Background: an optimization exercise with open tools, aiming at small area and a short achievable clock period. Do not read the settings as production practice.
Where RTL was checked, it was by simulation tests only, not by an equivalence proof against the original.
The RTL of runs 1 to 3 was laid out without a check of its function.
Power figures rest on the tool's default switching activity, not on a simulated workload.

File: design/flow/run.sh
#!/bin/bash
# synth_recipe.tcl (not shown) runs the flow's synth.tcl, then flattens the netlist and writes it again
# the make line also repeats each setting of config.mk as NAME=value (left out here)
make -C /OpenROAD-flow-scripts/flow DESIGN_CONFIG=/design/flow/config.mk WORK_HOME=/design/flow/orfs CLKGATE_MAP_FILE= SYNTH_SCRIPT=/design/flow/synth_recipe.tcl finish
File: design/flow/config.mk
export PLATFORM = sky130hd
export DESIGN_NAME = gelu_lut_module
export DESIGN_NICKNAME = gelu_lut_module
export VERILOG_FILES = /design/flow/design.v
export SDC_FILE = /design/flow/constraint.sdc
export NUM_CORES = 4
export LEC_CHECK = 0
export ABC_AREA = 1
export CAP_MARGIN = 20
export CORE_MARGIN = 2
export CORE_UTILIZATION = 40
export SLEW_MARGIN = 20
File: design/flow/constraint.sdc
create_clock -name core_clock -period 5.0 [get_ports {clk}]
set_input_delay 1.0000 -clock core_clock [delete_from_list [all_inputs] [get_ports {clk}]]
set_output_delay 1.0000 -clock core_clock [all_outputs]
set_load 0.01 [all_outputs]
File: design/flow/design.v
`timescale 1ns / 1ps
module gelu_lut_module (
    input                       clk,
    input                       rst_n,
    input                       in_valid,
    input      signed [15:0]    in_data,
    output reg                  out_valid,
    output reg signed [10:0]    out_data
);
    reg         v1, s1;
    reg  [9:0]  m1;
    wire [5:0]  c;
    wire [9:0]  xa = in_data[9:0];
    always @(posedge clk or negedge rst_n)
        if (!rst_n) begin v1 <= 1'b0; out_valid <= 1'b0; end
        else begin v1 <= in_valid; out_valid <= v1; end
    always @(posedge clk) begin
        s1 <= in_data[10];
        m1 <= in_data[10] ? (~xa + 10'd1) : xa;
        out_data <= (s1 ? 11'd0 : {1'b0, m1}) - {5'd0, c};
    end
    gelu_c u_c (.a(m1), .y(c));
endmodule
module gelu_c (input [9:0] a, output [5:0] y);
  wire n17, n18, n19, n20, n21, n22, n23,
    n24, n25, n26, n27, n28, n29, n30, n31,
    n32, n33, n34, n35, n37, n38, n39, n40,
    n41, n42, n43, n44, n45, n46, n47, n48,
    n49, n51, n52, n53, n54, n55, n56, n57,
    n58, n59, n60, n61, n62, n63, n64, n65,
    n66, n67, n68, n69, n70, n71, n72, n73,
    n74, n75, n76, n77, n78, n79, n80, n81,
    n82, n83, n84, n85, n86, n87, n88, n89,
    n90, n91, n92, n93, n95, n96, n97, n98,
    n99, n100, n101, n102, n103, n104, n105,
    n106, n107, n108, n109, n110, n111, n112,
    n113, n114, n115, n116, n117, n118, n119,
    n120, n121, n122, n123, n124, n125, n126,
    n127, n128, n129, n130, n131, n132, n133,
    n134, n135, n137, n138, n139, n140, n141,
    n142, n143, n144, n145, n146, n147, n148,
    n149, n150, n151, n152, n153, n154, n155,
    n156, n157, n158, n159, n160, n161, n162,
    n163, n164, n165, n166, n167, n168, n169,
    n170, n171, n172, n173, n174, n175, n176,
    n177, n178, n179, n180, n181, n182, n183,
    n184, n185, n186, n187, n188, n189, n190,
    n191, n192, n193, n194, n195, n196, n197,
    n198, n199, n200, n201, n202, n203, n205,
    n206, n207, n208, n209, n210, n211, n212,
    n213, n214, n215, n216, n217, n218, n219,
    n220, n221, n222, n223, n224, n225, n226,
    n227, n228, n229, n230, n231, n232, n233,
    n234, n235, n236, n237, n238, n239, n240,
    n241, n242, n243, n244, n245, n246, n247,
    n248, n249, n250, n251, n252, n253, n254,
    n255, n256, n257, n258, n259, n260, n261,
    n262, n263, n264, n265, n266, n267, n268,
    n269, n270, n271, n272, n273, n274, n275,
    n276, n277, n278, n279, n280, n281, n282,
    n283, n284, n285, n286, n287, n288, n289,
    n290, n291, n292, n293, n294, n295, n296,
    n297, n298, n299, n300, n301;
  assign n17 = a[8] & a[7];
  assign n18 = ~a[8] & ~a[6];
  assign n19 = a[2] & a[1];
  assign n20 = ~a[3] & ~n19;
  assign n21 = a[4] & ~n20;
  assign n22 = ~a[8] & ~n21;
  assign n23 = a[1] & a[0];
  assign n24 = ~a[3] & ~n23;
  assign n25 = ~a[2] & n24;
  assign n26 = a[4] & ~n25;
  assign n27 = a[8] & n26;
  assign n28 = ~n22 & ~n27;
  assign n29 = ~a[5] & ~n28;
  assign n30 = a[8] & a[5];
  assign n31 = ~n29 & ~n30;
  assign n32 = a[6] & ~n31;
  assign n33 = ~n18 & ~n32;
  assign n34 = ~a[7] & ~n33;
  assign n35 = ~a[9] & ~n17;
  assign y[5] = ~n34 & n35;
  assign n37 = ~a[4] & n25;
  assign n38 = a[5] & ~n37;
  assign n39 = ~a[6] & ~n38;
  assign n40 = n34 & ~n39;
  assign n41 = ~a[3] & ~a[2];
  assign n42 = ~n24 & ~n41;
  assign n43 = a[4] & n42;
  assign n44 = a[8] & ~a[5];
  assign n45 = ~n43 & n44;
  assign n46 = a[6] & ~n45;
  assign n47 = a[7] & ~n18;
  assign n48 = ~n46 & n47;
  assign n49 = ~n40 & ~n48;
  assign y[4] = ~a[9] & ~n49;
  assign n51 = ~a[2] & ~a[1];
  assign n52 = ~a[0] & n51;
  assign n53 = a[3] & ~n52;
  assign n54 = a[4] & n53;
  assign n55 = a[5] & n54;
  assign n56 = ~a[7] & n18;
  assign n57 = ~n55 & n56;
  assign n58 = a[9] & ~n57;
  assign n59 = ~a[6] & ~n30;
  assign n60 = ~a[1] & ~a[0];
  assign n61 = a[2] & ~n60;
  assign n62 = ~a[3] & ~n61;
  assign n63 = ~a[4] & n62;
  assign n64 = ~a[8] & ~n63;
  assign n65 = ~a[5] & ~n64;
  assign n66 = ~a[3] & n51;
  assign n67 = a[8] & ~n66;
  assign n68 = a[4] & n67;
  assign n69 = ~a[4] & ~a[3];
  assign n70 = n52 & n69;
  assign n71 = ~n26 & ~n70;
  assign n72 = ~a[8] & ~n71;
  assign n73 = ~a[5] & ~n68;
  assign n74 = ~n72 & n73;
  assign n75 = n65 & ~n74;
  assign n76 = n59 & ~n75;
  assign n77 = ~n46 & ~n76;
  assign n78 = a[7] & ~n77;
  assign n79 = ~a[8] & ~a[4];
  assign n80 = a[3] & n61;
  assign n81 = ~a[4] & ~n80;
  assign n82 = a[8] & ~n81;
  assign n83 = ~n79 & ~n82;
  assign n84 = ~a[5] & ~n83;
  assign n85 = a[3] & ~n51;
  assign n86 = a[4] & n85;
  assign n87 = n38 & ~n86;
  assign n88 = n59 & ~n87;
  assign n89 = ~n84 & n88;
  assign n90 = ~n32 & ~n89;
  assign n91 = ~a[7] & ~n90;
  assign n92 = ~a[9] & ~n78;
  assign n93 = ~n91 & n92;
  assign y[3] = ~n58 & ~n93;
  assign n95 = n51 & n69;
  assign n96 = ~a[5] & n95;
  assign n97 = n57 & ~n96;
  assign n98 = a[9] & ~n97;
  assign n99 = ~a[4] & ~n42;
  assign n100 = n22 & ~n99;
  assign n101 = ~a[5] & ~n27;
  assign n102 = ~n100 & n101;
  assign n103 = ~a[8] & n69;
  assign n104 = ~n68 & ~n103;
  assign n105 = a[5] & ~n104;
  assign n106 = a[6] & ~n105;
  assign n107 = ~n102 & n106;
  assign n108 = ~a[5] & ~n82;
  assign n109 = n26 & ~n53;
  assign n110 = ~a[8] & a[3];
  assign n111 = ~n109 & n110;
  assign n112 = n108 & ~n111;
  assign n113 = a[3] & n19;
  assign n114 = ~a[4] & ~n113;
  assign n115 = ~n25 & n114;
  assign n116 = ~n86 & ~n115;
  assign n117 = ~a[8] & ~n116;
  assign n118 = ~n68 & ~n117;
  assign n119 = a[5] & ~n118;
  assign n120 = ~a[6] & ~n112;
  assign n121 = ~n119 & n120;
  assign n122 = ~a[7] & ~n107;
  assign n123 = ~n121 & n122;
  assign n124 = a[4] & n80;
  assign n125 = ~a[8] & ~n124;
  assign n126 = a[5] & ~n125;
  assign n127 = ~n27 & n126;
  assign n128 = ~n75 & ~n127;
  assign n129 = ~a[6] & ~n128;
  assign n130 = ~n30 & ~n65;
  assign n131 = n46 & ~n130;
  assign n132 = a[7] & ~n131;
  assign n133 = ~n129 & n132;
  assign n134 = ~a[9] & ~n123;
  assign n135 = ~n133 & n134;
  assign y[2] = n98 | n135;
  assign n137 = a[9] & ~a[7];
  assign n138 = a[6] & ~a[5];
  assign n139 = n125 & n138;
  assign n140 = a[5] & ~n54;
  assign n141 = ~a[2] & ~n23;
  assign n142 = a[3] & ~n141;
  assign n143 = a[4] & n142;
  assign n144 = ~a[8] & ~n95;
  assign n145 = ~n143 & n144;
  assign n146 = ~a[5] & ~n145;
  assign n147 = n59 & ~n140;
  assign n148 = ~n146 & n147;
  assign n149 = ~n139 & ~n148;
  assign n150 = n137 & ~n149;
  assign n151 = a[8] & n37;
  assign n152 = ~n20 & ~n113;
  assign n153 = ~n99 & n152;
  assign n154 = ~a[8] & ~n153;
  assign n155 = n101 & ~n154;
  assign n156 = a[5] & n104;
  assign n157 = ~n72 & n156;
  assign n158 = ~n155 & ~n157;
  assign n159 = ~n151 & ~n158;
  assign n160 = a[6] & ~n159;
  assign n161 = ~a[4] & a[2];
  assign n162 = a[4] & ~n62;
  assign n163 = ~n19 & n53;
  assign n164 = n162 & ~n163;
  assign n165 = ~n161 & ~n164;
  assign n166 = ~a[8] & ~n165;
  assign n167 = n108 & ~n166;
  assign n168 = a[4] & n66;
  assign n169 = ~a[0] & n66;
  assign n170 = ~a[4] & ~n169;
  assign n171 = a[8] & ~n168;
  assign n172 = ~n170 & n171;
  assign n173 = ~n41 & ~n85;
  assign n174 = a[4] & ~n173;
  assign n175 = ~a[3] & ~n141;
  assign n176 = ~n19 & ~n175;
  assign n177 = ~a[4] & ~n176;
  assign n178 = ~a[8] & ~n174;
  assign n179 = ~n177 & n178;
  assign n180 = a[5] & ~n172;
  assign n181 = ~n179 & n180;
  assign n182 = ~a[6] & ~n181;
  assign n183 = ~n167 & n182;
  assign n184 = ~a[7] & ~n183;
  assign n185 = ~n160 & n184;
  assign n186 = ~n74 & ~n127;
  assign n187 = a[8] & n95;
  assign n188 = ~n186 & ~n187;
  assign n189 = ~a[6] & ~n188;
  assign n190 = n64 & ~n162;
  assign n191 = a[3] & a[2];
  assign n192 = ~a[4] & ~n191;
  assign n193 = a[5] & ~n192;
  assign n194 = ~n190 & n193;
  assign n195 = ~n43 & ~n63;
  assign n196 = a[8] & ~n195;
  assign n197 = n65 & ~n196;
  assign n198 = a[6] & ~n194;
  assign n199 = ~n197 & n198;
  assign n200 = a[7] & ~n199;
  assign n201 = ~n189 & n200;
  assign n202 = ~a[9] & ~n185;
  assign n203 = ~n201 & n202;
  assign y[1] = n150 | n203;
  assign n205 = a[5] & n26;
  assign n206 = ~a[4] & ~n85;
  assign n207 = ~a[5] & ~n206;
  assign n208 = ~n124 & n207;
  assign n209 = ~n205 & ~n208;
  assign n210 = a[6] & ~n209;
  assign n211 = n140 & ~n206;
  assign n212 = ~n66 & n114;
  assign n213 = ~a[5] & ~n143;
  assign n214 = ~n212 & n213;
  assign n215 = ~n211 & ~n214;
  assign n216 = ~a[6] & ~n215;
  assign n217 = ~a[8] & n137;
  assign n218 = ~n210 & n217;
  assign n219 = ~n216 & n218;
  assign n220 = n81 & ~n175;
  assign n221 = a[5] & ~n109;
  assign n222 = ~n220 & n221;
  assign n223 = ~a[0] & n69;
  assign n224 = ~n19 & ~n51;
  assign n225 = ~n223 & ~n224;
  assign n226 = ~a[2] & n223;
  assign n227 = ~a[5] & ~n225;
  assign n228 = ~n226 & n227;
  assign n229 = ~a[8] & ~n228;
  assign n230 = ~n222 & n229;
  assign n231 = ~a[5] & ~n25;
  assign n232 = ~n142 & n231;
  assign n233 = ~n85 & ~n169;
  assign n234 = ~a[4] & ~n233;
  assign n235 = ~n143 & ~n168;
  assign n236 = ~n234 & n235;
  assign n237 = n87 & n236;
  assign n238 = a[8] & ~n232;
  assign n239 = ~n237 & n238;
  assign n240 = a[6] & ~n230;
  assign n241 = ~n239 & n240;
  assign n242 = ~n61 & n85;
  assign n243 = ~n60 & n174;
  assign n244 = ~n43 & ~n243;
  assign n245 = ~n242 & ~n244;
  assign n246 = ~n19 & ~n141;
  assign n247 = ~n60 & ~n246;
  assign n248 = ~a[3] & ~n247;
  assign n249 = a[3] & ~n246;
  assign n250 = ~a[4] & ~n249;
  assign n251 = ~n248 & n250;
  assign n252 = ~a[8] & ~n251;
  assign n253 = ~n245 & n252;
  assign n254 = a[8] & ~n236;
  assign n255 = ~n253 & ~n254;
  assign n256 = a[5] & ~n255;
  assign n257 = ~a[4] & ~a[1];
  assign n258 = ~a[2] & n53;
  assign n259 = a[2] & n60;
  assign n260 = n24 & ~n259;
  assign n261 = ~n113 & ~n260;
  assign n262 = ~n258 & n261;
  assign n263 = a[4] & ~n262;
  assign n264 = ~a[8] & ~n257;
  assign n265 = ~n263 & n264;
  assign n266 = n82 & n195;
  assign n267 = ~a[5] & ~n187;
  assign n268 = ~n266 & n267;
  assign n269 = ~n265 & n268;
  assign n270 = ~a[6] & ~n269;
  assign n271 = ~n256 & n270;
  assign n272 = ~a[7] & ~n241;
  assign n273 = ~n271 & n272;
  assign n274 = ~n62 & n114;
  assign n275 = ~n43 & ~n274;
  assign n276 = a[8] & ~n275;
  assign n277 = n65 & ~n276;
  assign n278 = ~n169 & n192;
  assign n279 = ~n43 & ~n278;
  assign n280 = a[8] & ~n279;
  assign n281 = ~n190 & ~n280;
  assign n282 = a[5] & ~n281;
  assign n283 = a[6] & ~n277;
  assign n284 = ~n282 & n283;
  assign n285 = n67 & ~n85;
  assign n286 = ~n53 & n170;
  assign n287 = ~a[8] & ~n26;
  assign n288 = ~n286 & n287;
  assign n289 = ~a[5] & ~n285;
  assign n290 = ~n288 & n289;
  assign n291 = n26 & ~n191;
  assign n292 = ~n66 & n206;
  assign n293 = ~n291 & ~n292;
  assign n294 = a[8] & ~n293;
  assign n295 = n126 & ~n294;
  assign n296 = ~a[6] & ~n290;
  assign n297 = ~n295 & n296;
  assign n298 = a[7] & ~n284;
  assign n299 = ~n297 & n298;
  assign n300 = ~a[9] & ~n299;
  assign n301 = ~n273 & n300;
  assign y[0] = n219 | n301;
endmodule
==> impl_metrics.tcl, run 1 <==
set metrics [dict create \
    die_h_um 79.8 \
    post_cts_buffers 0 \
    drt_first_iter_violations 275 \
    r2r-start "m1[2]" \
    cts_resized 0 \
    clock_sinks 24 \
    rsz0062_at_grt "no" \
    drive_above_1_share_pct 8.21 \
    p_per_area_mw_per_mm2 328 \
    skew_ps 7.13 \
    endpoint_kind "register" \
    h-tree-depth 1 \
    clock-root-buffer "clkbuf_8" \
    wire_per_inst_um 13.4 \
    tightest_slew_ps 648 \
    hold_path.class "reg2reg" \
    avgViaCountPerCell 5.27 \
    synth_top_area_share_pct 19.2 \
    clk_pin_slew_worst_paths_ps 80 \
    ys_ff_latch 24 \
    async_reset_ff_share_pct 8.33 \
    grt_max_degree 23 \
    gp_congestion 0.905 \
    hold_start "v1" \
    fp-row-count 27 \
    power.leakage_nw 1.30 \
    placed_area_mm2 0.00257 \
    die-area_mm2 0.00637 \
    synthDistinctLibCells 35 \
    grt_pass1_wl_um 10500 \
    syn_area_mm2 0.00230 \
    fill_cells 607 \
    maxSlewViolCount 0 \
    yosys.area.top_type "dfxtp_1" \
    core_mm2 0.00554 \
    ant_nets 0 \
    fmax_ghz 0.274 \
    start_kind "register" \
    hold_viol 0 \
    synthSimpleGateAreaFrac_pct 41.8 \
    antenna_cells 0 \
    cts_tree "yes" \
    fin_area_mm2 0.00264 \
    slew_headroom_pct 56.7 \
    die_width_um 79.8 \
    synthTopCellsByArea "dfxtp_1, nand2_1, nor2_1" \
    synth.net_count 403 \
    cp-startpoint "m1[2]" \
    antenna_found_initial 0 \
    worst_ep_required_time_ps 5160 \
    max-vdd-ir-drop_mv 0.211 \
    routed_wl_um 6200 \
    synthXorXnorAreaFrac_pct 6.10 \
    start_util_pct 41.5 \
    synthFlopType "dfxtp_1" \
    timing.final.crit_share_pct 73.0 \
    drtPass1Iterations 5 \
    synth_compound_area_share_pct 13.2 \
    path_max_fanout 9 \
    drc 0 \
    via_count 2436 \
    setup-tns-final_ps 0 \
    grt_util_all_layers_pct 20.9 \
    outcome "no timing/DRC/antenna violations" \
    syn_inst 371 \
    multiInputGateArea_mm2 0.00157 \
    ff_latch_area_um2 490 \
    nets 423 \
    drv_cap 0 \
    synthMuxAreaShare_pct 0 \
    grt.overflow.total 0 \
    clk_latency_ps 260 \
    synthAdderAreaFrac_pct 7.40 \
    arrival_ps 3810 \
    finalWorstPathRequiredPeriod_ps 3650 \
    finalSetupViolCount 0 \
    first_global_vias 2236 \
    syn_avg_cell_area_um2 6.20 \
    postCtsHoldBufs 0 \
    io_pins 31 \
    dpl.hpwl_um 4790 \
    cts.path.max_buffers 2 \
    portBuffers 25 \
    ys_seq_area_share_pct 21.3 \
    synth_top_family_by_area "simple AND/OR/NAND/NOR gates" \
    ys_warn_count 1 \
    area_growth_pct 14.9 \
    synth-edff-count 0 \
    critPathKind "reg2reg" \
    cts_made_buffers 3 \
]
## placed cells by master (no fill, tap or decap), drive strengths merged, types with 3 or more instances in the layout
master,netlist,layout
nand3,37,37
o21ai,24,24
nand2,109,109
clkbuf,1,3
nor2,51,51
a21oi,28,28
nor3,8,8
inv,38,38
xor2,14,14
dfxtp,22,22
clkdlybuf4s50,0,25
ha,12,12
nand4,3,3
## stage by stage
step	cells	hold slack (ps)	power [mW]	setup WS, ps	utilization [%]
finish	462	366	0.866	1350	47.7
global route	462	387	0.939	1020	47.7
CTS	462	366	0.870	1370	47.7
detailed placement	458	345	0.705	1390	46.4
global placement	458	335	0.703	1380	46.4
floorplan	371	331	0.557	2100	-
## worst paths after layout
check | to | slack (ps) | depth (start not counted)
min reg2reg | out_valid | 370 | 0
min in group asynchronous | v1 | 890 | 1
max in group asynchronous | out_valid | 4000 | 1
max reg2reg | out_data[8] | 1350 | 22
max | out_data[8] | 1350 | 22
min | out_valid | 370 | 0
## cell type report
class	instances	area share (%)
well taps	72	3.41
multi-input cells	296	59.6
flip-flops and latches	24	18.6
clock buffers	3	1.56
clock inverters	1	1.14
inverters	39	5.64
repair buffers	27	10.0
## critical path, cell delays in order (launching register included)
cell      delay [ps]
dfxtp_1          630
inv_1            210
ha_1             320
nand2_1          130
nand2_1          160
inv_1            130
nor2_2            60
nand3b_1         150
nand2_1          100
nand3_1           70
nand3_1          120
nand2_1           60
nand2_1           70
ha_1             140
inv_1             60
fa_1             410
nand3_1           90
nand2_1           80
a21oi_1          140
nor2_1            70
nor2_1           150
nand2_1           80
xor2_1           140
## power breakdown
part	leakage (nW)	internal, mW	switching [mW]	total, mW
combinational	1.05	0.182	0.250	0.432
clock	0.0357	0.107	0.0562	0.163
sequential	0.209	0.238	0.0333	0.271
total	1.30	0.527	0.340	0.866
## cell usage after synthesis (all sizes together), types with 2 or more instances
master and instances:
nand2 109, nor2 51, inv 38, nand3 37, a21oi 28, o21ai 24, dfxtp 22, xor2 14
ha 12, buf 11, nor3 8, nand4 3, a31oi 2, dfrtp 2, o31ai 2, xnor2 2
## per-layer routing
metal	global-route usage (%)	vias to the layer above	share of wire, %
met5	0	-	0
met4	5.76	0	1.1
met3	3.39	7	7.4
met2	33.9	117	45
met1	28.6	1079	46
li1	-	1233	-
## cell families after synthesis
| kind of cell | after synthesis |
|---|---|
| compound gates | 57 |
| xor+xnor | 16 |
| fa+ha+maj | 13 |
| buf+inv | 51 |
| flops | 24 |
| simple gates | 210 |
## flip-flops by register name (all words and copies together) (netlist names)
register and cells:
s1 1, out_data 11, m1 10, v1 1
out_valid 1
==> inputs of run 2 (changes only) <==
--- a/design/flow/config.mk
+++ b/design/flow/config.mk
@@ -9,4 +9,5 @@
 export CAP_MARGIN = 20
 export CORE_MARGIN = 2
 export CORE_UTILIZATION = 40
+export SETUP_SLACK_MARGIN = 2.0
 export SLEW_MARGIN = 20
==> run 2 against run 1 <==
Net effect: still clean; register-to-register slack improved by 680 ps; area after synthesis unchanged; utilization increased by 6.9 points; fmax increased by 23%; worst hold slack about the same; power increased by 11%; via count increased by 5.3%; clock-buffer cell count unchanged; critical path depth increased by 2; routed wire length increased by 8.8%; worst setup slack improved by 680 ps; non-clock buffer count increased by 22; critical endpoint is now out_data[6]; highest routed layer unchanged.
==> impl_metrics.tcl, run 2 <==
set metrics [dict create \
    outcome "no timing/DRC/antenna violations" \
    via_count 2566 \
    grt_util_all_layers_pct 21.6 \
    dpl.hpwl_um 4790 \
    post-synth-top-count-cell "nand2_1" \
    cts.path.max_buffers 2 \
    avgViaCountPerCell 5.30 \
    critical_path.top_delay_family "simple AND/OR/NAND/NOR gates" \
    cts_made_buffers 3 \
    p_int_mw 0.580 \
    max-vdd-ir-drop_mv 0.216 \
    power_frac_seq_pct 28.0 \
    r2r_cells 24 \
    finalSetupViolCount 0 \
    portBuffers 25 \
    power.leakage_nw 1.40 \
    gp_congestion 0.905 \
    start_kind "register" \
    mostFrequentLayoutCells "nand2_1, nor2_1, nand3_1" \
    die_width_um 79.8 \
    slew_headroom_pct 66.2 \
    routed_wl_um 6740 \
    wire_per_inst_um 13.9 \
    total_power_mw 0.961 \
    timing.final.crit_share_pct 59.4 \
    nets 445 \
    synthFlopType "dfxtp_1" \
    hold_start "v1" \
    largest_register "out_data" \
    ys_ff_latch 24 \
    async_reset_ff_share_pct 8.33 \
    antenna_found_initial 0 \
    ys_warn_count 1 \
    clk_latency_ps 260 \
    synthTopCellsByCount "nand2_1, nor2_1, inv_1, nand3_1, a21oi_1" \
    drive_above_1_share_pct 24.8 \
    clk_pin_slew_worst_paths_ps 80 \
    synth-edff-count 0 \
    maxSlewViolCount 0 \
    p_sw_mw 0.381 \
    cts_tree "yes" \
    reg.largest.list "out_data x11, m1 x10" \
    drt_first_iter_violations 284 \
    synthTopCellsByArea "dfxtp_1, nand2_1, nor2_1" \
    tightest_slew_ps 507 \
    largest_register_ffs 11 \
    finish.utilization_pct 54.5 \
    p_per_area_mw_per_mm2 318 \
    fmax_ghz 0.337 \
    yosys.area.top_type "dfxtp_1" \
    clock_sinks 24 \
    holdPathStages 0 \
    setup-tns-final_ps 0 \
    area_growth_pct 31.4 \
    final_common_cell "nand2_1" \
    drv_cap 0 \
    synth_top_area_share_pct 19.2 \
    p_sw_share_pct 39.6 \
    grt.overflow.total 0 \
    synthDistinctLibCells 35 \
    fp-row-count 27 \
    r2r_slack_ps 2030 \
    core_mm2 0.00554 \
    drtPass1Iterations 5 \
    drc 0 \
    postCtsHoldBufs 0 \
    crit_path_top_delay_cell "dfxtp_4" \
    io_pins 31 \
    timing.rr.end "out_data[6]" \
    clock-root-buffer "clkbuf_8" \
    fin_ws_ps 2030 \
    endpoint_kind "register" \
    arrival_ps 3160 \
    critPathMaxStageDelay_ps 370 \
    fin_hold_ws_ps 366 \
    whs_endpoint "out_valid" \
    grt_max_degree 23 \
    die_h_um 79.8 \
    first_global_vias 2330 \
    pre_cts_ws_ps 1390 \
    skew_ps 8.39 \
    ant_nets 0 \
    rsz0062_at_grt "yes" \
    cp.depth 24 \
    ys_seq_area_share_pct 21.3 \
    start_util_pct 41.5 \
    fill_cells 582 \
    finalWorstPathRequiredPeriod_ps 2970 \
    syn_inst 371 \
    h-tree-depth 1 \
    critical_path.n_buffers_inverters 5 \
    critPathKind "reg2reg" \
    hold_viol 0 \
    combPwrFrac_pct 55.1 \
    path_max_fanout 5 \
    synth.net_count 403 \
    syn_area_mm2 0.00230 \
    hold_path.class "reg2reg" \
    path_cells "clkinvlp_4 -> ha_4 -> inv_2 -> nor2_2 -> nand3_1 -> nand2_1 -> inv_2 -> nand2_2 -> nand2_1 -> nand2_1 -> nand2_1 -> nand3_1 -> nand2_1 -> nor2_2 -> nor2_2 -> buf_4 -> fa_2 -> nand3_2 -> nand2_2 -> a21oi_2 -> nor2_2 -> nor2_2 -> buf_4 -> xor2_1" \
    die-area_mm2 0.00637 \
    antenna_cells 0 \
    r2r-start "m1[1]" \
    worst_ep_required_time_ps 5190 \
    clkPwrFrac_pct 16.9 \
    syn_avg_cell_area_um2 6.20 \
    grt_pass1_wl_um 10900 \
]
-- run 2: changes by cell type in the layout (fill, tap and decap cells not counted), sizes merged --
cell      delta
buf         +22
clkinvlp     +3
inv          -3
-- run 2: how the worst max path moves through the flow --
| stage | start | to | slack [ps] |
|---|---|---|---|
| 6_report | m1[1] | out_data[6] | 2030 |
| 5_1_grt | m1[1] | out_data[6] | 1830 |
| 4_1_cts | m1[1] | out_data[6] | 2010 |
| 3_5_place_dp | m1[2] | out_data[8] | 1390 |
| 3_3_place_gp | m1[2] | out_data[8] | 1380 |
| 2_1_floorplan | m1[2] | out_data[8] | 2100 |
-- run 2: area by class of cell --
type                    count  area [um2]  area share (%)
clock buffers               3        41.3            1.37
flip-flops and latches     24         505            16.7
well taps                  72        90.1            2.98
clock inverters             1        30.0           0.994
inverters                  39         164            5.43
multi-input cells         296        1750            58.0
repair buffers             49         438            14.5
-- run 2: layer usage --
metal	GRT usage (%)	up-vias	routed length, um
li1	-	1288	-
met1	28.9	1144	3060
met2	34.7	127	3150
met3	5.09	7	474
met4	6.27	0	59
met5	0	-	0
-- run 2: what timing repair did --
action | CTS | global route
endpoints found under the setup margin | 8 | 6
resized for setup | 15 | 55
setup buffers | 13 | 9
hold endpoints to repair | 0 | 0
pin swaps | 2 | 26
-- run 2: kinds of logic (layout without fill, tap and decap cells) --
group | Yosys count | after routing | synth area share, %
compound gates | 57 | 57 | 13.2
xor+xnor | 16 | 16 | 6.10
flops | 24 | 24 | 21.3
buf+inv | 51 | 92 | 10.2
simple gates | 210 | 210 | 41.8
fa+ha+maj | 13 | 13 | 7.40
-- run 2: power by group through the flow --
stage	Sequential (mW)	Clock [mW]	Combinational, mW
2_1_floorplan	0.280	0	0.277
3_3_place_gp	0.275	0	0.428
3_5_place_dp	0.276	0	0.428
4_1_cts	0.267	0.169	0.461
5_1_grt	0.274	0.176	0.583
6_report	0.269	0.162	0.529
-- run 2: through the flow --
stage                     std cells  instance area [um2]
final                           484                 3020
after global routing            484                 3020
after CTS                       475                 2780
after detailed placement        458                 2570
after global placement          458                 2570
after floorplan                 371                 2300
==> inputs of run 3 (changes only) <==
--- a/design/flow/config.mk
+++ b/design/flow/config.mk
@@ -9,5 +9,5 @@
 export CAP_MARGIN = 20
 export CORE_MARGIN = 2
 export CORE_UTILIZATION = 40
-export SETUP_SLACK_MARGIN = 2.0
+export SETUP_SLACK_MARGIN = 3.0
 export SLEW_MARGIN = 20
==> run 3 against run 2 <==
Net effect: still clean on timing, DRC and antenna; final cell count rose by 3.3%; fmax rose by 2.2%; die area did not move; flip-flop and latch count did not move; non-clock buffer count rose by 15; combinational power rose by 12%; clock-buffer cell count did not move; critical path depth fell by 1; sequential share of layout area fell by 1.8 points; cell area rose by 14%; critical path type unchanged; largest cell class unchanged.
==> impl_metrics.tcl, run 3 <==
set metrics [dict create \
    path_max_fanout 6 \
    synthAdderAreaFrac_pct 7.40 \
    cts_tree "yes" \
    critPathKind "reg2reg" \
    postCtsHoldBufs 0 \
    total_power_mw 1.03 \
    die_h_um 79.8 \
    synthDistinctLibCells 35 \
    synth-edff-count 0 \
    wire_per_inst_um 14.6 \
    rsz0062_at_grt "yes" \
    drt_first_iter_violations 312 \
    synthFlopType "dfxtp_1" \
    synth_compound_area_share_pct 13.2 \
    ant_nets 0 \
    maxSlewViolCount 0 \
    antenna_found_initial 0 \
    ys_seq_area_share_pct 21.3 \
    fp-row-count 27 \
    routed_wl_um 7320 \
    core_mm2 0.00554 \
    antenna_cells 0 \
    portBuffers 25 \
    grt_util_all_layers_pct 21.5 \
    clk_latency_ps 270 \
    synthTopCellsByArea "dfxtp_1, nand2_1, nor2_1" \
    skew_ps 8.48 \
    finish.utilization_pct 61.9 \
    async_reset_ff_share_pct 8.33 \
    finalWorstPathRequiredPeriod_ps 2900 \
    die-area_mm2 0.00637 \
    p_per_area_mw_per_mm2 301 \
    largest_register "out_data" \
    grt_max_degree 24 \
    drive_above_1_share_pct 33.6 \
    syn_area_mm2 0.00230 \
    drtPass1Iterations 5 \
    nets 461 \
    io_pins 31 \
    max-vdd-ir-drop_mv 0.174 \
    yosys.area.top_type "dfxtp_1" \
    setup-tns-final_ps 0 \
    drv_cap 0 \
    start_util_pct 41.5 \
    via_count 2686 \
    synth_top_family_by_area "simple AND/OR/NAND/NOR gates" \
    hold_viol 0 \
    fill_cells 511 \
    fmax_ghz 0.344 \
    synth.net_count 403 \
    synthMuxAreaShare_pct 0 \
    tightest_slew_ps 421 \
    dpl.hpwl_um 4610 \
    avgViaCountPerCell 5.37 \
    outcome "no timing/DRC/antenna violations" \
    timing.final.crit_share_pct 58.1 \
    endpoint_kind "register" \
    gp_congestion 0.950 \
    hold_path.class "reg2reg" \
    reg.largest.list "out_data x11, m1 x10" \
    drc 0 \
    synthXorXnorAreaFrac_pct 6.10 \
    arrival_ps 3070 \
    clock_sinks 24 \
    largest_register_ffs 11 \
    clock-root-buffer "clkbuf_8" \
    synth_top_area_share_pct 19.2 \
    ys_warn_count 1 \
    area_growth_pct 49.2 \
    ys_ff_latch 24 \
    first_global_vias 2297 \
    syn_avg_cell_area_um2 6.20 \
    start_kind "register" \
    finalSetupViolCount 0 \
    mostFrequentLayoutCells "nand2_1, nor2_1, buf_4" \
    synthTopCellsByCount "nand2_1, nor2_1, inv_1, nand3_1, a21oi_1" \
    cts.path.max_buffers 2 \
    post-synth-top-count-cell "nand2_1" \
    final_common_cell "nand2_1" \
    slew_headroom_pct 71.9 \
    syn_inst 371 \
    synthSimpleGateAreaFrac_pct 41.8 \
    h-tree-depth 1 \
    clk_pin_slew_worst_paths_ps 90 \
    grt.overflow.total 0 \
    grt_pass1_wl_um 10800 \
    cts_made_buffers 3 \
    worst_ep_required_time_ps 5170 \
    power.leakage_nw 1.59 \
    die_width_um 79.8 \
]
-- run 3: worst paths after layout --
check                      slack [ps]  cells past startpoint  startpoint          end
setup / recovery                 2100                     23       m1[1]  out_data[8]
hold / removal                    360                      0          v1    out_valid
setup reg to reg                 2100                     23       m1[1]  out_data[8]
hold reg to reg                   360                      0          v1    out_valid
max in group asynchronous        4010                      1       rst_n    out_valid
min in group asynchronous         880                      1       rst_n           v1
-- run 3: what timing repair did --
item                                   CTS  global route
setup buffers                           20            15
pin swaps                               15            44
gates resized for setup                 76            57
endpoints found under the hold margin    0             0
cloned                                   2             1
setup endpoints to repair               27            14
-- run 3: per-layer routing --
layer	global-route usage, %	wire length [um]	vias to the layer above
li1	-	-	1315
met1	29.3	3220	1206
met2	35.1	3360	142
met3	2.71	535	23
met4	7.12	201	0
met5	0	0	-
-- run 3: where the power goes --
part	switching [mW]	internal [mW]
sequential	0.0313	0.239
combinational	0.330	0.265
clock	0.0613	0.107
-- run 3: cell families after synthesis --
group / count (synthesis)
compound gates: 57
xor+xnor: 16
fa+ha+maj: 13
buf+inv: 51
flops: 24
simple gates: 210
-- run 3: layout make-up --
cell class / count / area (um2) / share of cell area [%]
Sequential cell: 24 / 513 / 15.0
Timing Repair Buffer: 64 / 622 / 18.1
Timing Repair inverter: 1 / 7.51 / 0.219
Tap cell: 72 / 90.1 / 2.63
Clock buffer: 3 / 41.3 / 1.20
Inverter: 39 / 173 / 5.03
Multi-Input combinational cell: 296 / 1950 / 56.9
Clock inverter: 1 / 30.0 / 0.876
-- run 3: stage by stage --
step / instance area, um2 / instances / hold slack [ps] / setup slack, ps
6_report: 3430 / 500 / 359 / 2100
5_1_grt: 3430 / 500 / 387 / 1860
4_1_cts: 3070 / 484 / 360 / 2150
3_5_place_dp: 2620 / 458 / 339 / 1550
3_3_place_gp: 2620 / 458 / 335 / 1590
2_1_floorplan: 2350 / 371 / 331 / 2380
-- run 3: worst max-delay path: stages, from the launching register on --
cell and delay, ps:
dfxtp_4 410, inv_6 60, ha_4 200, nand2_8 100, nand2_4 60, o21ai_2 150
inv_1 60, nand2_1 60, nand3_1 80, nand2_1 80, nor2_1 50, nor2_1 100
nand2_1 70, nand2_2 80, ha_4 130, inv_2 40, fa_2 380, nand3_2 80
nand2_2 70, a21oi_2 150, nor2_2 60, nor2_2 120, nand2_1 70, xor2_1 140
==> inputs of run 4 (changes only) <==
--- a/design/flow/design.v
+++ b/design/flow/design.v
@@ -11,13 +11,18 @@
     reg  [9:0]  m1;
     wire [5:0]  c;
     wire [9:0]  xa = in_data[9:0];
+    wire [5:0]  pos_lo = s1 ? 6'd0 : m1[5:0];
+    wire [4:0]  pos_hi = s1 ? 5'd0 : {1'b0, m1[9:6]};
+    wire [6:0]  dlo = {1'b0, pos_lo} - {1'b0, c};
+    wire [4:0]  hi_m1 = pos_hi - 5'd1;
+    wire [10:0] y = {dlo[6] ? hi_m1 : pos_hi, dlo[5:0]};
     always @(posedge clk or negedge rst_n)
         if (!rst_n) begin v1 <= 1'b0; out_valid <= 1'b0; end
         else begin v1 <= in_valid; out_valid <= v1; end
     always @(posedge clk) begin
         s1 <= in_data[10];
         m1 <= in_data[10] ? (~xa + 10'd1) : xa;
-        out_data <= (s1 ? 11'd0 : {1'b0, m1}) - {5'd0, c};
+        out_data <= y;
     end
     gelu_c u_c (.a(m1), .y(c));
 endmodule
--- a/design/flow/config.mk
+++ b/design/flow/config.mk
@@ -5,9 +5,8 @@
 export SDC_FILE = /design/flow/constraint.sdc
 export NUM_CORES = 4
 export LEC_CHECK = 0
-export ABC_AREA = 1
+export ABC_AREA = 0
 export CAP_MARGIN = 20
 export CORE_MARGIN = 2
 export CORE_UTILIZATION = 40
-export SETUP_SLACK_MARGIN = 3.0
 export SLEW_MARGIN = 20
==> run 4 against run 3 <==
Net effect: die area is 4.6% higher; final cell count is 16% lower; sequential power is 4% higher; synthesized cell count is 10% lower; highest routed layer unchanged.
==> impl_metrics.tcl, run 4 <==
set metrics [dict create \
    synthMuxAreaShare_pct 2.54 \
    worst_ep_required_time_ps 5170 \
    start_kind "register" \
    finish.utilization_pct 47.2 \
    fmax_ghz 0.238 \
    critPathKind "reg2reg" \
    critical_path.n_buffers_inverters 2 \
    fin_area_mm2 0.00278 \
    cts_resized 0 \
    drt_first_iter_violations 366 \
    p_per_area_mw_per_mm2 318 \
    synthTopCellsByArea "dfxtp_1, ha_1, o21ai_0" \
    avgViaCountPerCell 6.19 \
    post_cts_buffers 0 \
    synth_compound_area_share_pct 34.1 \
    grt.overflow.total 0 \
    hold_path.class "reg2reg" \
    via_count 2605 \
    syn_area_mm2 0.00241 \
    async_reset_ff_share_pct 8.33 \
    synthFlopType "dfxtp_1" \
    postCtsHoldBufs 0 \
    slew_headroom_pct 40.8 \
    synthTopCellsByCount "nor2_1, o21ai_0, nand2_1, a21oi_1, dfxtp_1" \
    ys_warn_count 1 \
    syn_inst 334 \
    rsz0062_at_grt "no" \
    finalWorstPathRequiredPeriod_ps 4210 \
    arrival_ps 4370 \
    nets 380 \
    synth_top_family_by_area "compound AO/OA/AOI/OAI gates" \
    synth-edff-count 0 \
    grt_pass1_wl_um 11200 \
    wl_met1_um 3040 \
    hold_viol 0 \
    ant_nets 0 \
    cts_tree "yes" \
    outcome "no timing/DRC/antenna violations" \
    tightest_slew_ps 887 \
    r2r_cells 17 \
    clk_latency_ps 270 \
    wl_met3_um 575 \
    routed_wl_um 6870 \
    drive_above_1_share_pct 6.94 \
    finalSetupViolCount 0 \
    holdPathStages 0 \
    dr_wl_met2_um 2960 \
    cts_made_buffers 3 \
    maxSlewViolCount 0 \
    endpoint_kind "register" \
    wire_per_inst_um 16.3 \
    top_layer "met4" \
    clock-root-buffer "clkbuf_8" \
    drtPass1Iterations 5 \
    area_growth_pct 15.2 \
    io_pins 31 \
    die_h_um 81.6 \
    cts.path.max_buffers 2 \
    timing.final.crit_share_pct 84.1 \
    yosys.area.top_type "dfxtp_1" \
    fill_cells 620 \
    fp-row-count 28 \
    crit_path_top_delay_cell "dfxtp_1" \
    die-area_mm2 0.00666 \
    largest_register_ffs 11 \
    critPathMaxStageDelay_ps 410 \
    clk_pin_slew_worst_paths_ps 90 \
    synthDistinctLibCells 58 \
    synthXorXnorAreaFrac_pct 5.45 \
    h-tree-depth 1 \
    multiInputGateArea_mm2 0.00171 \
    ff_latch_area_um2 490 \
    ys_ff_latch 24 \
    path_max_fanout 9 \
    grt_max_degree 26 \
    synth.net_count 367 \
    antenna_found_initial 0 \
    cp.depth 17 \
    setup-tns-final_ps 0 \
    first_global_vias 2280 \
    mostFrequentLayoutCells "nor2_1, o21ai_0, nand2_1" \
    drv_cap 0 \
    critical_path.top_delay_family "compound AO/OA/AOI/OAI gates" \
    reg.largest.list "out_data x11, m1 x10" \
    ys_seq_area_share_pct 20.4 \
    clock_sinks 24 \
    synth_top_area_share_pct 18.3 \
    core_mm2 0.00589 \
    largest_register "out_data" \
    portBuffers 25 \
    synthSimpleGateAreaFrac_pct 20.4 \
    start_util_pct 40.9 \
    antenna_cells 0 \
    placed_area_mm2 0.00271 \
    dpl.hpwl_um 4990 \
    grt_util_all_layers_pct 21.7 \
    gp_congestion 0.975 \
    drc 0 \
    die_width_um 81.6 \
    synthAdderAreaFrac_pct 8.41 \
    power.leakage_nw 1.10 \
    skew_ps 10.2 \
    syn_avg_cell_area_um2 7.22 \
    max-vdd-ir-drop_mv 0.159 \
    path_cells "inv_1 -> ha_1 -> nand2b_1 -> a221oi_2 -> a2111oi_1 -> nor3_1 -> a221oi_1 -> o31ai_1 -> ha_1 -> inv_1 -> fa_1 -> a21o_1 -> a21oi_1 -> o21bai_1 -> a21oi_1 -> nand2_1 -> xnor2_1" \
]
run 4: layout make-up:
cell class                      count  share of cell area (%)
Sequential cell                    24                    17.7
Tap cell                           75                    3.38
Clock buffer                        3                    1.49
Timing Repair Buffer               39                    12.8
Inverter                           15                    2.03
Clock inverter                      1                    1.08
Multi-Input combinational cell    264                    61.6
run 4: final timing paths:
path | from | end | slack [ps]
setup / recovery | m1[1] | out_data[8] | 790
hold / removal | v1 | out_valid | 360
setup reg to reg | m1[1] | out_data[8] | 790
hold reg to reg | v1 | out_valid | 360
max in group asynchronous | rst_n | out_valid | 4000
min in group asynchronous | rst_n | v1 | 880
run 4: cells by family (layout without fill, tap and decap cells):
| family | count (synthesis) | in the layout |
|---|---|---|
| AOI/OAI and AO/OA | 123 | 123 |
| and+or+nand+nor | 104 | 104 |
| buffers and inverters | 46 | 58 |
| DFF | 24 | 24 |
| adders and majority gates | 16 | 16 |
| xor gates and xnor gates | 15 | 15 |
| muxes | 6 | 6 |
run 4: power by group:
| group | total [mW] | switching [mW] | internal, mW |
|---|---|---|---|
| logic | 0.437 | 0.230 | 0.207 |
| registers | 0.280 | 0.0436 | 0.237 |
| clock network | 0.166 | 0.0594 | 0.107 |
| total | 0.884 | 0.333 | 0.551 |
run 4: metrics by stage:
stage               hold WS, ps  power [mW]  instances  worst slack [ps]
floorplan                   331       0.560        334              1390
global placement            334       0.716        417               845
detailed placement          340       0.715        417               807
CTS                         363       0.886        421               807
global route                364       0.955        421               480
finish                      358       0.884        421               794
run 4: routing by layer:
metal  up-vias  global-route usage, %
li1       1249                      -
met1      1190                   29.9
met2       136                   32.3
met3        30                   4.18
met4         0                   10.5
met5         -                      0
==> inputs of run 5 (changes only) <==
--- a/design/flow/config.mk
+++ b/design/flow/config.mk
@@ -5,7 +5,7 @@
 export SDC_FILE = /design/flow/constraint.sdc
 export NUM_CORES = 4
 export LEC_CHECK = 0
-export ABC_AREA = 0
+export ABC_AREA = 1
 export CAP_MARGIN = 20
 export CORE_MARGIN = 2
 export CORE_UTILIZATION = 40
==> run 5 against run 4 <==
Net effect: power fell by 2.7%; sequential share of layout area grew 1.1 points; first-iteration DRC count shrank 36%; area after synthesis is 6.0% lower; global-route usage fell by 1.3 points; clock power about the same; cell area fell by 5.9%; highest routed layer unchanged.
==> impl_metrics.tcl, run 5 <==
set metrics [dict create \
    outcome "no timing/DRC/antenna violations" \
    ys_ff_latch 24 \
    fp-row-count 27 \
    holdPathStages 0 \
    fill_cells 610 \
    clkPwrFrac_pct 19.4 \
    synth.net_count 410 \
    synth_top_area_share_pct 19.4 \
    clock-root-buffer "clkbuf_8" \
    synthTopCellsByArea "dfxtp_1, nand2_1, nand3_1" \
    start_util_pct 41.4 \
    grt_util_all_layers_pct 20.4 \
    critPathKind "reg2reg" \
    syn_inst 377 \
    ys_warn_count 1 \
    via_count 2481 \
    maxSlewViolCount 0 \
    grt_max_degree 25 \
    drt_first_iter_violations 234 \
    drtPass1Iterations 5 \
    routed_wl_um 6010 \
    ant_nets 0 \
    finish.utilization_pct 47.7 \
    cts.path.max_buffers 2 \
    fin_ws_ps 1540 \
    reg.largest.list "out_data x11, m1 x10" \
    cts_resized 0 \
    clk_pin_slew_worst_paths_ps 90 \
    synthTopCellsByCount "nand2_1, nor2_1, nand3_1, inv_1, a21oi_1" \
    power_frac_seq_pct 31.3 \
    clock_sinks 24 \
    area_growth_pct 15.3 \
    pre_cts_ws_ps 1600 \
    finalWorstPathRequiredPeriod_ps 3460 \
    timing.final.crit_share_pct 69.2 \
    drc 0 \
    cts_made_buffers 3 \
    r2r_cells 23 \
    h-tree-depth 1 \
    total_power_mw 0.859 \
    nets 428 \
    hold_start "v1" \
    post_cts_buffers 0 \
    die_width_um 79.3 \
    start_kind "register" \
    rsz0062_at_grt "no" \
    avgViaCountPerCell 5.32 \
    slew_headroom_pct 52.8 \
    r2r-start "m1[2]" \
    largest_register_ffs 11 \
    fin_hold_ws_ps 356 \
    ys_seq_area_share_pct 21.6 \
    combPwrFrac_pct 49.3 \
    drive_above_1_share_pct 8.12 \
    die_h_um 79.3 \
    dpl.hpwl_um 4690 \
    endpoint_kind "register" \
    drv_cap 0 \
    grt_pass1_wl_um 10300 \
    post-synth-top-count-cell "nand2_1" \
    path_max_fanout 7 \
    power.leakage_nw 1.30 \
    p_sw_mw 0.336 \
    first_global_vias 2207 \
    antenna_cells 0 \
    fmax_ghz 0.289 \
    finalSetupViolCount 0 \
    p_sw_share_pct 39.1 \
    antenna_found_initial 0 \
    gp_congestion 0.938 \
    max-vdd-ir-drop_mv 0.171 \
    clk_latency_ps 270 \
    p_int_mw 0.523 \
    p_per_area_mw_per_mm2 329 \
    r2r_slack_ps 1540 \
    setup-tns-final_ps 0 \
    worst_ep_required_time_ps 5210 \
    core_mm2 0.00547 \
    placed_area_mm2 0.00254 \
    synthFlopType "dfxtp_1" \
    hold_viol 0 \
    tightest_slew_ps 707 \
    stdcell_count 466 \
    postCtsHoldBufs 0 \
    fin_area_mm2 0.00261 \
    skew_ps 9.44 \
    die-area_mm2 0.00628 \
    syn_area_mm2 0.00227 \
    syn_avg_cell_area_um2 6.01 \
    dp.cells 462 \
    cts_tree "yes" \
    synth-edff-count 0 \
    yosys.area.top_type "dfxtp_1" \
    portBuffers 25 \
    synthDistinctLibCells 34 \
    grt.overflow.total 0 \
    final_common_cell "nand2_1" \
    arrival_ps 3670 \
    largest_register "out_data" \
    hold_path.class "reg2reg" \
    cp-startpoint "m1[2]" \
    mostFrequentLayoutCells "nand2_1, nor2_1, nand3_1" \
    io_pins 31 \
    wire_per_inst_um 12.9 \
    async_reset_ff_share_pct 8.33 \
]
-- run 5: cell types whose count changed after synthesis, sizes merged, moves of 6 or more --
cell / change
o21ai: -16
clkbuf: -7
a31oi: -6
buf: -10
a211oi: -7
xnor2: -12
nand3: +33
a21o: -6
inv: +22
xor2: +12
nor2b: -8
nand2b: -8
nor2: +15
nand2: +95
-- run 5: cell type report --
class / count / area [um2] / area share, %
clock inverters: 1 / 30.0 / 1.15
flip-flops and latches: 24 / 490 / 18.8
well taps: 72 / 90.1 / 3.45
inverters: 39 / 146 / 5.60
repair buffers: 27 / 265 / 10.2
clock buffers: 3 / 41.3 / 1.58
multi-input cells: 300 / 1550 / 59.3
-- run 5: per-layer routing --
metal | GRT usage [%] | share of wire, % | up-vias | wire length [um]
met4 | 7.59 | 3.2 | 0 | 194
met5 | 0 | 0 | - | 0
met2 | 32.5 | 45 | 110 | 2690
met3 | 2.73 | 5.7 | 21 | 341
met1 | 27.9 | 46 | 1102 | 2790
li1 | - | - | 1248 | -
-- run 5: worst paths after layout --
kind / endpoint
setup / recovery: out_data[9]
min in group asynchronous: out_valid
hold reg to reg: out_valid
setup reg to reg: out_data[9]
max in group asynchronous: v1
hold / removal: out_valid
-- run 5: worst max-delay path: stages, from the launching register on --
cell,delay (ps)
dfxtp_1,410
inv_2,180
ha_1,290
inv_1,60
nor2_1,150
nand2_1,150
nand2_1,100
nand2_1,50
a21oi_1,110
nand2_1,60
nor2_1,100
nor2_1,60
nor2_1,110
nand2_1,70
nand2_1,90
ha_1,150
inv_1,60
fa_1,400
nand3_1,80
nand2_1,80
a21oi_1,140
o21bai_1,160
a21oi_1,190
xor2_1,140
-- run 5: power groups by stage --
stage               logic [mW]  registers, mW  clock network, mW
floorplan                0.270          0.278                  0
global placement         0.419          0.274                  0
detailed placement       0.419          0.274                  0
CTS                      0.422          0.269              0.174
global route             0.479          0.274              0.179
finish                   0.424          0.269              0.167
-- run 5: cell families (layout without fill, tap and decap cells) --
logic type / after synthesis / in the layout / synth area share (%)
AOI/OAI and AO/OA: 46 / 46 / 10.7
xor gates and xnor gates: 15 / 15 / 5.80
adders and majority gates: 14 / 14 / 8.06
buffers and inverters: 53 / 70 / 9.99
DFF: 24 / 24 / 21.6
and+or+nand+nor: 225 / 225 / 43.8
==> inputs of run 6 (changes only) <==
==> design/flow/flow/run.sh (new file) <==
#!/bin/bash
set -euo pipefail
bash standard.sh ADDER_MAP_FILE= finish > run_make.log 2>&1
==> design/flow/standard.sh (new file) <==
#!/bin/bash
# synth_recipe.tcl (not shown) runs the flow's synth.tcl, then flattens the netlist and writes it again
# the make line also repeats each setting of config.mk as NAME=value (left out here)
make -C /OpenROAD-flow-scripts/flow DESIGN_CONFIG=/design/flow/config.mk WORK_HOME=/design/flow/orfs CLKGATE_MAP_FILE= SYNTH_SCRIPT=/design/flow/synth_recipe.tcl "${@:-finish}"
removed: design/flow/run.sh
==> run 6 against run 5 <==
Net effect: still clean on timing, DRC and antenna; die area rose by 2.3%; combinational power increased by 8.3%; global-route usage up 1.0 points; clock skew fell by 7.0 ps; register-to-register slack better by 750 ps; fmax up 28%; worst hold slack better by 4.8 ps; synthesized cell count up 12%; critical path type unchanged; largest cell class unchanged.
==> impl_metrics.tcl, run 6 <==
set metrics [dict create \
    maxSlewViolCount 0 \
    synthDistinctLibCells 36 \
    synth.net_count 440 \
    total_power_mw 0.897 \
    setup-tns-final_ps 0 \
    area_growth_pct 15.4 \
    postCtsHoldBufs 0 \
    start_kind "register" \
    ys_warn_count 1 \
    antenna_found_initial 0 \
    ys_seq_area_share_pct 21.1 \
    post_cts_buffers 0 \
    clock_sinks 24 \
    post-synth-top-count-cell "nand2_1" \
    ys_ff_latch 24 \
    cts.path.max_buffers 2 \
    grt.overflow.total 0 \
    timing.final.crit_share_pct 54.2 \
    outcome "no timing/DRC/antenna violations" \
    syn_area_mm2 0.00232 \
    grt_util_all_layers_pct 21.4 \
    cts_made_buffers 3 \
    drv_cap 0 \
    r2r_slack_ps 2290 \
    endpoint_kind "register" \
    ant_nets 0 \
    grt_pass1_wl_um 10800 \
    clk_latency_ps 280 \
    largest_register_ffs 11 \
    synthFlopType "dfxtp_1" \
    syn_inst 421 \
    die-area_mm2 0.00642 \
    clk_pin_slew_worst_paths_ps 90 \
    synthTopCellsByArea "nand2_1, dfxtp_1, nand3_1" \
    grt_max_degree 26 \
    r2r-start "m1[5]" \
    cp-startpoint "m1[5]" \
    dpl.hpwl_um 5040 \
    reg.largest.list "out_data x11, m1 x10" \
    r2r_cells 17 \
    first_global_vias 2393 \
    async_reset_ff_share_pct 8.33 \
    synthTopCellsByCount "nand2_1, nand3_1, nor2_1, inv_1, dfxtp_1" \
    wire_per_inst_um 12.7 \
    routed_wl_um 6480 \
    largest_register "out_data" \
    via_count 2674 \
    core_mm2 0.00554 \
    path_max_fanout 16 \
    drive_above_1_share_pct 8.90 \
    synth-edff-count 0 \
    hold_viol 0 \
    mostFrequentLayoutCells "nand2_1, nand3_1, nor2_1" \
    rsz0062_at_grt "no" \
    finalWorstPathRequiredPeriod_ps 2710 \
    critical_path.top_delay_family "simple AND/OR/NAND/NOR gates" \
    p_per_area_mw_per_mm2 335 \
    hold_path.class "reg2reg" \
    avgViaCountPerCell 5.24 \
    crit_path_top_delay_cell "dfxtp_1" \
    final_common_cell "nand2_1" \
    critPathMaxStageDelay_ps 690 \
    max-vdd-ir-drop_mv 0.145 \
    critical_path.n_buffers_inverters 2 \
    fill_cells 629 \
    syn_avg_cell_area_um2 5.51 \
    worst_ep_required_time_ps 5230 \
    critPathKind "reg2reg" \
    tightest_slew_ps 578 \
    synth_top_area_share_pct 25.4 \
    die_h_um 80.2 \
    cts_resized 0 \
    arrival_ps 2940 \
    finalSetupViolCount 0 \
    yosys.area.top_type "nand2_1" \
    power.leakage_nw 1.39 \
    cpMostUsedCell "nand2_1" \
    portBuffers 25 \
    h-tree-depth 1 \
    nets 458 \
    ff_latch_area_um2 490 \
    drt_first_iter_violations 233 \
    fp-row-count 27 \
    antenna_cells 0 \
    drtPass1Iterations 5 \
    critPathCapture "out_data[7]" \
    cp.depth 17 \
    slew_headroom_pct 61.4 \
    gp_congestion 0.940 \
    clock-root-buffer "clkbuf_8" \
    start_util_pct 41.9 \
    timing.rr.end "out_data[7]" \
    multiInputGateArea_mm2 0.00159 \
    io_pins 31 \
    cts_tree "yes" \
    fmax_ghz 0.369 \
    die_width_um 80.2 \
    skew_ps 2.46 \
    path_cells "inv_1 -> nand2_1 -> inv_2 -> nand2_1 -> nand4_1 -> nand2_1 -> nand2_1 -> nand2_1 -> nand2_1 -> nand2_1 -> nand2_2 -> nor2_1 -> and2_4 -> nand2_4 -> nand2_4 -> nand2_1 -> nand2_1" \
    drc 0 \
]
-- run 6: power by group --
part           switching (mW)  internal (mW)
Clock                  0.0655          0.107
Sequential             0.0304          0.235
Combinational           0.272          0.187
-- run 6: cell type report --
type	count	share of cell area [%]
Multi-Input combinational cell	337	59.2
Timing Repair Buffer	27	9.91
Tap cell	72	3.36
Clock buffer	3	1.54
Inverter	46	6.54
Clock inverter	1	1.12
Sequential cell	24	18.3
-- run 6: metrics by stage --
stage               area (um2)  utilization (%)  std cells  hold slack [ps]  setup WS, ps
floorplan                 2320                -        421              331          2800
global placement          2610             47.0        506              343          2210
detailed placement        2610             47.0        506              344          2100
CTS                       2680             48.3        510              366          2320
global route              2680             48.3        510              370          2010
finish                    2680             48.3        510              361          2290
-- run 6: worst min-delay path by stage --
stage | slack (ps) | startpoint | depth (start not counted) | end
after global placement | 340 | v1 | 0 | out_valid
after floorplan | 330 | v1 | 0 | out_valid
final | 360 | v1 | 0 | out_valid
after global routing | 370 | v1 | 0 | out_valid
after CTS | 370 | v1 | 0 | out_valid
after detailed placement | 340 | v1 | 0 | out_valid
-- run 6: kinds of logic after synthesis --
| family | Yosys count | synth area share [%] |
|---|---|---|
| buffers and inverters | 60 | 10.5 |
| AND/OR/NAND/NOR | 292 | 55.7 |
| XOR/XNOR | 11 | 4.15 |
| flip-flops | 24 | 21.1 |
| AO/OA/AOI/OAI | 34 | 8.47 |
-- run 6: per-layer routing --
metal | vias to the layer above | share of wire [%] | global-route usage, %
met2 | 100 | 46 | 34.9
met3 | 5 | 6.2 | 3.15
li1 | 1373 | - | -
met1 | 1196 | 47 | 29.5
met5 | - | 0 | 0
met4 | 0 | 0.94 | 5.42
==> inputs of run 7 (changes only) <==
--- a/design/flow/config.mk
+++ b/design/flow/config.mk
@@ -9,4 +9,5 @@
 export CAP_MARGIN = 20
 export CORE_MARGIN = 2
 export CORE_UTILIZATION = 40
+export SETUP_SLACK_MARGIN = 3.1
 export SLEW_MARGIN = 20
==> run 7 against run 6 <==
Net effect: largest cell class unchanged; die area unchanged; largest power group unchanged; clock-buffer cell count is the same; via count increased by 15%; first-iteration DRC count increased by 72%; non-clock buffer count grew 57; still clean; worst hold slack better by 11 ps.
==> impl_metrics.tcl, run 7 <==
set metrics [dict create \
    hold_viol 0 \
    outcome "no timing/DRC/antenna violations" \
    slew_headroom_pct 73.8 \
    max-vdd-ir-drop_mv 0.180 \
    fill_cells 512 \
    grt_util_all_layers_pct 25.4 \
    syn_avg_cell_area_um2 5.51 \
    p_sw_mw 0.449 \
    setup-tns-final_ps 0 \
    fp-row-count 27 \
    gp_congestion 0.934 \
    die-area_mm2 0.00642 \
    synth.net_count 440 \
    syn_area_mm2 0.00232 \
    finalWorstPathRequiredPeriod_ps 2280 \
    timing.rr.end "out_data[10]" \
    largest_register_ffs 11 \
    post-synth-top-count-cell "nand2_1" \
    ant_nets 0 \
    p_int_mw 0.618 \
    maxSlewViolCount 0 \
    grt.overflow.total 0 \
    clk_latency_ps 270 \
    largest_register "out_data" \
    critPathCapture "out_data[10]" \
    p_sw_share_pct 42.1 \
    critPathKind "reg2reg" \
    synthFlopType "dfxtp_1" \
    clk_pin_slew_worst_paths_ps 90 \
    synth_top_area_share_pct 25.4 \
    placed_area_mm2 0.00264 \
    nets 516 \
    drtPass1Iterations 5 \
    fin_area_mm2 0.00362 \
    die_h_um 80.2 \
    cts_made_buffers 3 \
    wire_per_inst_um 14.3 \
    power.leakage_nw 1.85 \
    final_common_cell "nand2_1" \
    ys_ff_latch 24 \
    cp.depth 17 \
    via_count 3065 \
    cp-startpoint "m1[4]" \
    drc 0 \
    drt_first_iter_violations 401 \
    yosys.area.top_type "nand2_1" \
    synth-edff-count 0 \
    r2r-start "m1[4]" \
    timing.final.crit_share_pct 45.6 \
    tightest_slew_ps 393 \
    cts_tree "yes" \
    async_reset_ff_share_pct 8.33 \
    hold_path.class "reg2reg" \
    p_per_area_mw_per_mm2 295 \
    antenna_cells 0 \
    synthTopCellsByCount "nand2_1, nand3_1, nor2_1, inv_1, dfxtp_1" \
    die_width_um 80.2 \
    dpl.hpwl_um 4940 \
    clock-root-buffer "clkbuf_8" \
    crit_path_top_delay_cell "dfxtp_4" \
    critPathMaxStageDelay_ps 370 \
    path_cells "buf_12 -> clkinvlp_4 -> buf_6 -> nand2_4 -> a21oi_4 -> nand2_1 -> nand3_2 -> nand3_2 -> nand3_2 -> nand2_1 -> nand2_1 -> nand2_2 -> nor2_4 -> and2_4 -> nand2_4 -> nand2_4 -> nor2_1" \
    synthTopCellsByArea "nand2_1, dfxtp_1, nand3_1" \
    start_util_pct 41.9 \
    rsz0062_at_grt "yes" \
    io_pins 31 \
    h-tree-depth 1 \
    fmax_ghz 0.438 \
    drv_cap 0 \
    power_frac_seq_pct 24.9 \
    skew_ps 8.52 \
    clock_sinks 24 \
    grt_pass1_wl_um 12700 \
    area_growth_pct 55.9 \
    ys_warn_count 1 \
    portBuffers 25 \
    path_max_fanout 8 \
    grt_max_degree 15 \
    ys_seq_area_share_pct 21.1 \
    total_power_mw 1.07 \
    first_global_vias 2781 \
    critical_path.top_delay_family "simple AND/OR/NAND/NOR gates" \
    start_kind "register" \
    synthDistinctLibCells 36 \
    core_mm2 0.00554 \
    reg.largest.list "out_data x11, m1 x10" \
    critical_path.n_buffers_inverters 3 \
    avgViaCountPerCell 5.40 \
    cts.path.max_buffers 2 \
    combPwrFrac_pct 59.2 \
    r2r_slack_ps 2720 \
    arrival_ps 2450 \
    endpoint_kind "register" \
    clkPwrFrac_pct 16.0 \
    antenna_found_initial 0 \
    fin_hold_ws_ps 372 \
    routed_wl_um 8120 \
    worst_ep_required_time_ps 5160 \
    mostFrequentLayoutCells "nand2_1, nand3_1, buf_4" \
    drive_above_1_share_pct 37.3 \
    syn_inst 421 \
    r2r_cells 17 \
    finalSetupViolCount 0 \
]
-- run 7: cell counts after synthesis --
No cell type changed its count.
-- run 7: power by group through the flow --
stage          registers (mW)  clock network [mW]  logic (mW)
6_report                0.265               0.170       0.631
5_1_grt                 0.270               0.183       0.689
4_1_cts                 0.263               0.177       0.557
3_5_place_dp            0.271                   0       0.456
3_3_place_gp            0.270                   0       0.456
2_1_floorplan           0.274                   0       0.315
-- run 7: per-layer routing --
metal / track usage, % / vias to the layer above / part of all wire [%]
li1: - / 1479 / -
met1: 32.2 / 1372 / 41
met2: 43.7 / 184 / 48
met3: 5.06 / 30 / 9.1
met4: 6.78 / 0 / 2.8
met5: 0 / - / 0
-- run 7: logic make-up after synthesis --
logic type / Yosys count / synth area share (%)
AO/OA/AOI/OAI: 34 / 8.47
buffers and inverters: 60 / 10.5
XOR/XNOR: 11 / 4.15
AND/OR/NAND/NOR: 292 / 55.7
flip-flops: 24 / 21.1
-- run 7: final cells by class --
cell class                 instances  area [um2]  area share [%]
timing repair buffer              84         816            22.6
multi-input combinational        337        1930            53.2
sequential                        24         513            14.2
clock buffer                       3        41.3            1.14
clock inverter                     1        30.0           0.830
timing repair inverter             1        7.51           0.208
inverter                          46         194            5.36
tap                               72        90.1            2.49
-- run 7: worst reg2reg max path, cell delays in order, from the launching register on --
cell and delay [ps]:
dfxtp_4 370, buf_12 140, clkinvlp_4 170, buf_6 170
nand2_4 60, a21oi_4 160, nand2_1 100, nand3_2 80
nand3_2 80, nand3_2 110, nand2_1 60, nand2_1 80
nand2_2 90, nor2_4 140, and2_4 160, nand2_4 70
nand2_4 100, nor2_1 50
-- run 7: timing repair --
item	4_1_cts	5_1_grt
setup endpoints to repair	28	19
buffers inserted	50	5
gates resized for setup	106	52
pin swaps	31	34
gates cloned	2	1
hold buffers	0	0
-- run 7: worst min-delay path by stage --
stage	from	to	slack, ps	cells past startpoint
3_5_place_dp	v1	out_valid	340	0
6_report	v1	out_valid	370	0
3_3_place_gp	v1	out_valid	340	0
5_1_grt	v1	out_valid	380	0
4_1_cts	v1	out_valid	380	0
2_1_floorplan	v1	out_valid	330	0
-- run 7: through the flow --
stage / util [%] / std cells / setup slack (ps)
floorplan: - / 421 / 2990
global placement: 47.7 / 506 / 2330
detailed placement: 47.7 / 506 / 2310
CTS: 61.0 / 562 / 2880
global route: 65.3 / 568 / 2570
finish: 65.3 / 568 / 2720
==> inputs of run 8 (changes only) <==
--- a/design/flow/config.mk
+++ b/design/flow/config.mk
@@ -9,5 +9,5 @@
 export CAP_MARGIN = 20
 export CORE_MARGIN = 2
 export CORE_UTILIZATION = 40
-export SETUP_SLACK_MARGIN = 3.1
+export SETUP_SLACK_MARGIN = 2.6
 export SLEW_MARGIN = 20
==> run 8 against run 7 <==
Net effect: flip-flop and latch count did not move; clock-buffer cell count did not move; power fell by 9.8%; worst setup slack improved by 31 ps; critical path type unchanged; largest cell class unchanged.
==> impl_metrics.tcl, run 8 <==
set metrics [dict create \
    cts_tree "yes" \
    die-area_mm2 0.00642 \
    stdcell_count 536 \
    start_util_pct 41.9 \
    placed_area_mm2 0.00261 \
    area_growth_pct 30.3 \
    r2r-start "m1[8]" \
    dpl.hpwl_um 5040 \
    p_per_area_mw_per_mm2 318 \
    mostFrequentLayoutCells "nand2_1, nand3_1, nor2_1" \
    dp.cells 506 \
    timing.final.crit_share_pct 45.0 \
    clk_pin_slew_worst_paths_ps 90 \
    wire_per_inst_um 13.0 \
    cp-startpoint "m1[8]" \
    syn_inst 421 \
    gp_congestion 0.940 \
    nets 484 \
    outcome "no timing/DRC/antenna violations" \
    fp-row-count 27 \
    fmax_ghz 0.444 \
    synthDistinctLibCells 36 \
    yosys.area.top_type "nand2_1" \
    core_mm2 0.00554 \
    total_power_mw 0.962 \
    grt.overflow.total 0 \
    first_global_vias 2521 \
    p_int_mw 0.570 \
    io_pins 31 \
    die_width_um 80.2 \
    start_kind "register" \
    finish.utilization_pct 54.6 \
    ant_nets 0 \
    ys_seq_area_share_pct 21.1 \
    drc 0 \
    async_reset_ff_share_pct 8.33 \
    arrival_ps 2430 \
    largest_register_ffs 11 \
    power_frac_seq_pct 27.9 \
    postCtsHoldBufs 0 \
    max-vdd-ir-drop_mv 0.162 \
    tightest_slew_ps 361 \
    syn_avg_cell_area_um2 5.51 \
    p_sw_mw 0.393 \
    skew_ps 1.96 \
    power.leakage_nw 1.53 \
    p_sw_share_pct 40.8 \
    drtPass1Iterations 6 \
    hold_start "v1" \
    hold_viol 0 \
    ff_latch_area_um2 509 \
    holdPathStages 0 \
    antenna_found_initial 0 \
    synthFlopType "dfxtp_1" \
    finalSetupViolCount 0 \
    critPathKind "reg2reg" \
    finalWorstPathRequiredPeriod_ps 2250 \
    portBuffers 25 \
    synth.net_count 440 \
    rsz0062_at_grt "yes" \
    reg.largest.list "out_data x11, m1 x10" \
    clkPwrFrac_pct 17.9 \
    pre_cts_ws_ps 2100 \
    slew_headroom_pct 75.9 \
    drive_above_1_share_pct 20.9 \
    setup-tns-final_ps 0 \
    grt_pass1_wl_um 11200 \
    r2r_cells 14 \
    antenna_cells 0 \
    drt_first_iter_violations 264 \
    multiInputGateArea_mm2 0.00168 \
]
-- run 8: timing repair --
item	CTS	global route
hold endpoints to repair	0	0
resized for setup	15	39
buffers inserted	13	12
setup endpoints to repair	11	10
pin swaps	4	8
gates cloned	0	1
-- run 8: area by class of cell --
cell class,instances,area share (%)
Multi-Input combinational cell,337,55.5
Sequential cell,24,16.8
Timing Repair Buffer,52,15.6
Inverter,46,6.37
Tap cell,72,2.98
Clock buffer,3,1.37
Clock inverter,1,0.993
Timing Repair inverter,1,0.248
-- run 8: path summary, 6_finish.rpt --
check | endpoint | slack [ps]
worst max register to register | out_data[7] | 2750
min in group asynchronous | v1 | 870
worst min register to register | out_valid | 360
worst max-delay path | out_data[7] | 2750
max in group asynchronous | out_valid | 4010
worst min-delay path | out_valid | 360
-- run 8: cells by family (layout without fill, tap and decap cells) --
kind of cell              count (synthesis)  count (layout)  synth area share [%]
DFF                                      24              24                  21.1
buffers and inverters                    60             103                  10.5
AOI/OAI and AO/OA                        34              34                  8.47
xor gates and xnor gates                 11              11                  4.15
and+or+nand+nor                         292             292                  55.7
-- run 8: per-layer routing --
layer / GRT usage (%) / vias up / routed length (um)
met2: 36.8 / 141 / 3240
met1: 29.7 / 1282 / 3090
met3: 3.03 / 21 / 499
met5: 0 / - / 0
met4: 6.61 / 0 / 152
li1: - / 1423 / -
-- run 8: power by group through the flow --
stage	clock network [mW]	logic (mW)	registers, mW
5_1_grt	0.184	0.579	0.274
3_5_place_dp	0	0.456	0.270
3_3_place_gp	0	0.452	0.269
4_1_cts	0.178	0.476	0.267
2_1_floorplan	0	0.307	0.273
6_report	0.172	0.522	0.268
-- run 8: critical path, cell delays in order (launching register included) --
cell        delay (ps)
dfxtp_1            360
buf_12             190
clkinvlp_4         200
buf_4              180
buf_4              130
nand4_1             80
nand2_1             50
a21oi_1            270
nand3_2            170
nand3_1            130
nand2_2            100
nand2_4            120
nand2_4             70
nand2_1             60
nand2_1             50

Setup slack of run 8, layout unchanged: 2.749 ns with ideal ports, 2.749 ns with driving cells assumed (clock clkbuf_16, inputs buf_2), 2.472 ns with port delays also shifted by the 0.302 ns mid clock arrival.
